From an optimization exercise on the open Yosys and OpenROAD flow, aimed at small area; shortcuts taken in it are not production practice.
Only simulation tests tie the RTL to the original design; equivalence was not proved.

Setup of job 7948:
==> flow/design.v (excerpt) <==
module ALU_wrapper( clk, reset, ABCmd_i, LoadA_i, LoadB_i, LoadCmd_i, ACC_o, Done_o);
	input clk;
	input reset;
	input LoadA_i;
	input LoadB_i;
	input LoadCmd_i;
	input [7:0] ABCmd_i;
	output [7:0] ACC_o;
	output Done_o;
	reg [7:0] rA, rB, ACC_o;
	wire [3:0] op  = ABCmd_i[3:0];
	wire       CI  = ABCmd_i[4];
	wire       shr = ABCmd_i[5];
	wire       BCD = ABCmd_i[6];
	wire       MUL = ABCmd_i[7];
	reg [2:0] state;
	wire RO      = ~state[1];
	wire LoadA   = ~state[2] &  state[1] & ~state[0];
	wire LoadB   =  state[0];
	wire LoadCmd =  state[2] &  state[1];
	assign Done_o = state[2] & ~state[1];
	wire nA = (RO & ~LoadCmd_i & ~LoadB_i & LoadA_i) | (LoadA & ~LoadB_i & ~LoadCmd_i) |
	          (LoadB & LoadA_i) | (LoadCmd & LoadA_i);
	wire nB = (RO & ~LoadCmd_i & LoadB_i) | (LoadA & LoadB_i) |
	          (LoadB & ~LoadA_i & ~LoadCmd_i) | (LoadCmd & ~LoadA_i & LoadB_i);
	wire nC = (RO & LoadCmd_i) | (LoadA & ~LoadB_i & LoadCmd_i) | (LoadB & ~LoadA_i & LoadCmd_i);
	wire nO = LoadCmd & ~LoadA_i & ~LoadB_i;
	always @(posedge clk or posedge reset)
		if (reset)
			state <= 3'b000;
		else
  ...
Size: ~28 flip-flops, ~22 I/O pins, ~3100 um2 of cells after synthesis.
Settings: LEC_CHECK=0, CAP_MARGIN=20, CORE_MARGIN=2, CORE_UTILIZATION=35, GPL_TIMING_DRIVEN=0, SLEW_MARGIN=20; clock period 6.0 ns.
standard.sh (not shown) runs the stock make flow with config.mk's settings and CLKGATE_MAP_FILE= SYNTH_SCRIPT=/design/flow/synth_recipe.tcl, a recipe that flattens the netlist after the stock synthesis.
==> flow/flow/run.sh <==
#!/bin/bash
# Own layout flow: the standard ORFS flow, except that
#  - synthesis maps the design's FA/HA adder modules straight onto the
#    sky130 fa_1/ha_1 cells (flow/my_synth.tcl), and
#  - port buffers are the smallest buffer (buf_1).
# Each tool's output goes to a log file of its own in this folder.
set -euo pipefail
W=$(pwd)
F=$W/flow
# same make call as standard.sh, with our synthesis script
sed "s#SYNTH_SCRIPT=[^ ]*#SYNTH_SCRIPT=$F/my_synth.tcl#" standard.sh > my_standard.sh
grep -q "SYNTH_SCRIPT=$F/my_synth.tcl" my_standard.sh
# my_synth.tcl = synth_recipe.tcl with our own synth wrapper in place of its first line
{ echo "source $F/synth_pre.tcl"; tail -n +2 synth_recipe.tcl; } > $F/my_synth.tcl
export MY_FLOW_DIR=$F
if [[ -f $F/env.sh ]]; then source $F/env.sh; fi
bash my_standard.sh synth > synth.log 2>&1
bash my_standard.sh > layout.log 2>&1
==> flow/flow/abc3.script <==
strash
ifraig
dc2
dch -f
map -a
mfs2
strash
dch -f
map -a
topo
==> flow/flow/adder_map.v <==
module FA(a, b, c, s, co);
	input a, b, c;
	output s, co;
	sky130_fd_sc_hd__fa_1 _TECHMAP_REPLACE_ (.A(a), .B(b), .CIN(c), .SUM(s), .COUT(co));
endmodule

module HA(a, b, s, co);
	input a, b;
	output s, co;
	sky130_fd_sc_hd__ha_1 _TECHMAP_REPLACE_ (.A(a), .B(b), .SUM(s), .COUT(co));
endmodule
==> flow/flow/env.sh <==
export BUFFER_PORTS_ARGS="-buffer_cell sky130_fd_sc_hd__buf_1"
export MY_NO_EXTRACT_FA=1
export MY_ABC_SCRIPT=abc3.script
export SETUP_MOVE_SEQUENCE="unbuffer,sizeup,swap"
export CTS_ARGS="-sink_clustering_enable -repair_clock_nets -dont_use_dummy_load"
==> flow/flow/my_synth.tcl <==
source /design/flow/flow/synth_pre.tcl
source $::env(SCRIPTS_DIR)/synth.tcl
# left out here: clear keep_hierarchy, flatten, clean up, hide names made inside functions, write 1_2_yosys.v
==> flow/flow/synth_pre.tcl <==
# Replaces the first line of synth_recipe.tcl (which wraps synth in -nofsm -noshare).
# Before the first synth call, the FA/HA adder modules of the design are mapped
# straight onto the platform's full/half adder cells, and ABC is given an
# area-oriented script.
proc synth {args} {
  if { ![info exists ::my_adders_mapped] } {
    set ::my_adders_mapped 1
    yosys proc
    yosys techmap -map $::env(MY_FLOW_DIR)/adder_map.v
    if { [info exists ::env(MY_NO_EXTRACT_FA)] } {
      unset ::env(ADDER_MAP_FILE)
    }
    if { [info exists ::env(MY_ABC_SCRIPT)] } {
      set i [lsearch -exact $::abc_args -script]
      lset ::abc_args [expr {$i + 1}] $::env(MY_FLOW_DIR)/$::env(MY_ABC_SCRIPT)
    }
  }
  yosys synth -nofsm -noshare {*}$args
}
Input changes introduced in job 3186 (baseline for comparison: job 7948):
Settings: CORE_UTILIZATION now 40, was 35.
==> flow/flow/env.sh <==
export BUFFER_PORTS_ARGS="-buffer_cell sky130_fd_sc_hd__buf_1"
export MY_NO_EXTRACT_FA=1
export MY_ABC_SCRIPT=abc3.script
export CTS_ARGS="-sink_clustering_enable -repair_clock_nets -dont_use_dummy_load"
==> comparison <==
Summary of job 3186 over job 7948: area occupied by multi-input gates dropped 25 um2, iteration-0 DRC count of the detailed router now smaller, final critical delay including setup and external delays now larger, routed length on met1 shows a reduction of 1.1%.
For job 8510, these inputs were changed with respect to job 3186:
diff --git a/flow/flow/env.sh b/flow/flow/env.sh
--- a/flow/flow/env.sh
+++ b/flow/flow/env.sh
@@ -3,2 +3,3 @@
 export MY_ABC_SCRIPT=abc3.script
+export SETUP_MOVE_SEQUENCE="unbuffer,sizeup,swap"
 export CTS_ARGS="-sink_clustering_enable -repair_clock_nets -dont_use_dummy_load"
removed: flow/flow/my_synth.tcl
Findings:
Job 8510: all stages complete, timing, DRC and antenna checks passed. In terms of area growth from synthesis to layout, job 8510 and job 3186 differ only marginally. Between job 3186 and job 8510, the portion of the layout cell area used by non-clock buffers figures differ only marginally. From job 3186 to job 8510, combined area of all synthesized cells did not move at all. Reported for job 8510 and job 3186, number of vias per cell turned out identical to the last digit.
What job 5635 does differently from job 8510 at the input level:
Settings: CORE_UTILIZATION now 45, was 40.
==> flow/flow/my_synth.tcl (new file) <==
source /design/flow/flow/synth_pre.tcl
source $::env(SCRIPTS_DIR)/synth.tcl
# left out here: clear keep_hierarchy, flatten, clean up, hide names made inside functions, write 1_2_yosys.v
==> summary.txt <==
- Diff job 8510 -> job 5635: fraction of area in registers has remained practically unchanged, initial core utilization higher, number of primary I/O pins comparable, clock tree skew after final layout now larger.
- The final layout from job 8510, which completed every stage, passed the timing, design-rule and antenna checks at the end of the flow.
- In summary, job 5635 completed successfully, with a layout that passed the timing, design-rule and antenna checks.
- Cell area | job 5635 vs job 8510 | job 5635 smaller

-- static timing again, ports no longer ideal --
The flow's constraints put no driver on any port. The routed layouts listed below were extracted and timed again, unchanged, in two steps. Step 1, drivers: a clkbuf_16 drives clk and a buf_2 each remaining input, both assumed. Step 2, shift: input delay + t, output delay - t, t = (earliest + latest rising clock arrival at the registers) / 2. This alone moves slack from input paths to output paths. Slacks: no drivers / after step 1 / after step 2; pairs: no drivers / after step 1.
run	t (ns)	setup slack, ns	worst setup path at the end	latest minus earliest clock arrival (ns)
job 7948	0.300	0.306 / 0.311 / 0.011	input to register	0.011 / 0.011
job 3186	0.300	0.264 / 0.264 / -0.036	input to register	0.004 / 0.005
job 8510	0.300	0.264 / 0.264 / -0.036	input to register	0.004 / 0.005
job 5635	0.302	0.306 / 0.316 / 0.014	input to register	0.010 / 0.009
Met with ideal ports but missed after step 2: setup timing in job 3186 and job 8510.
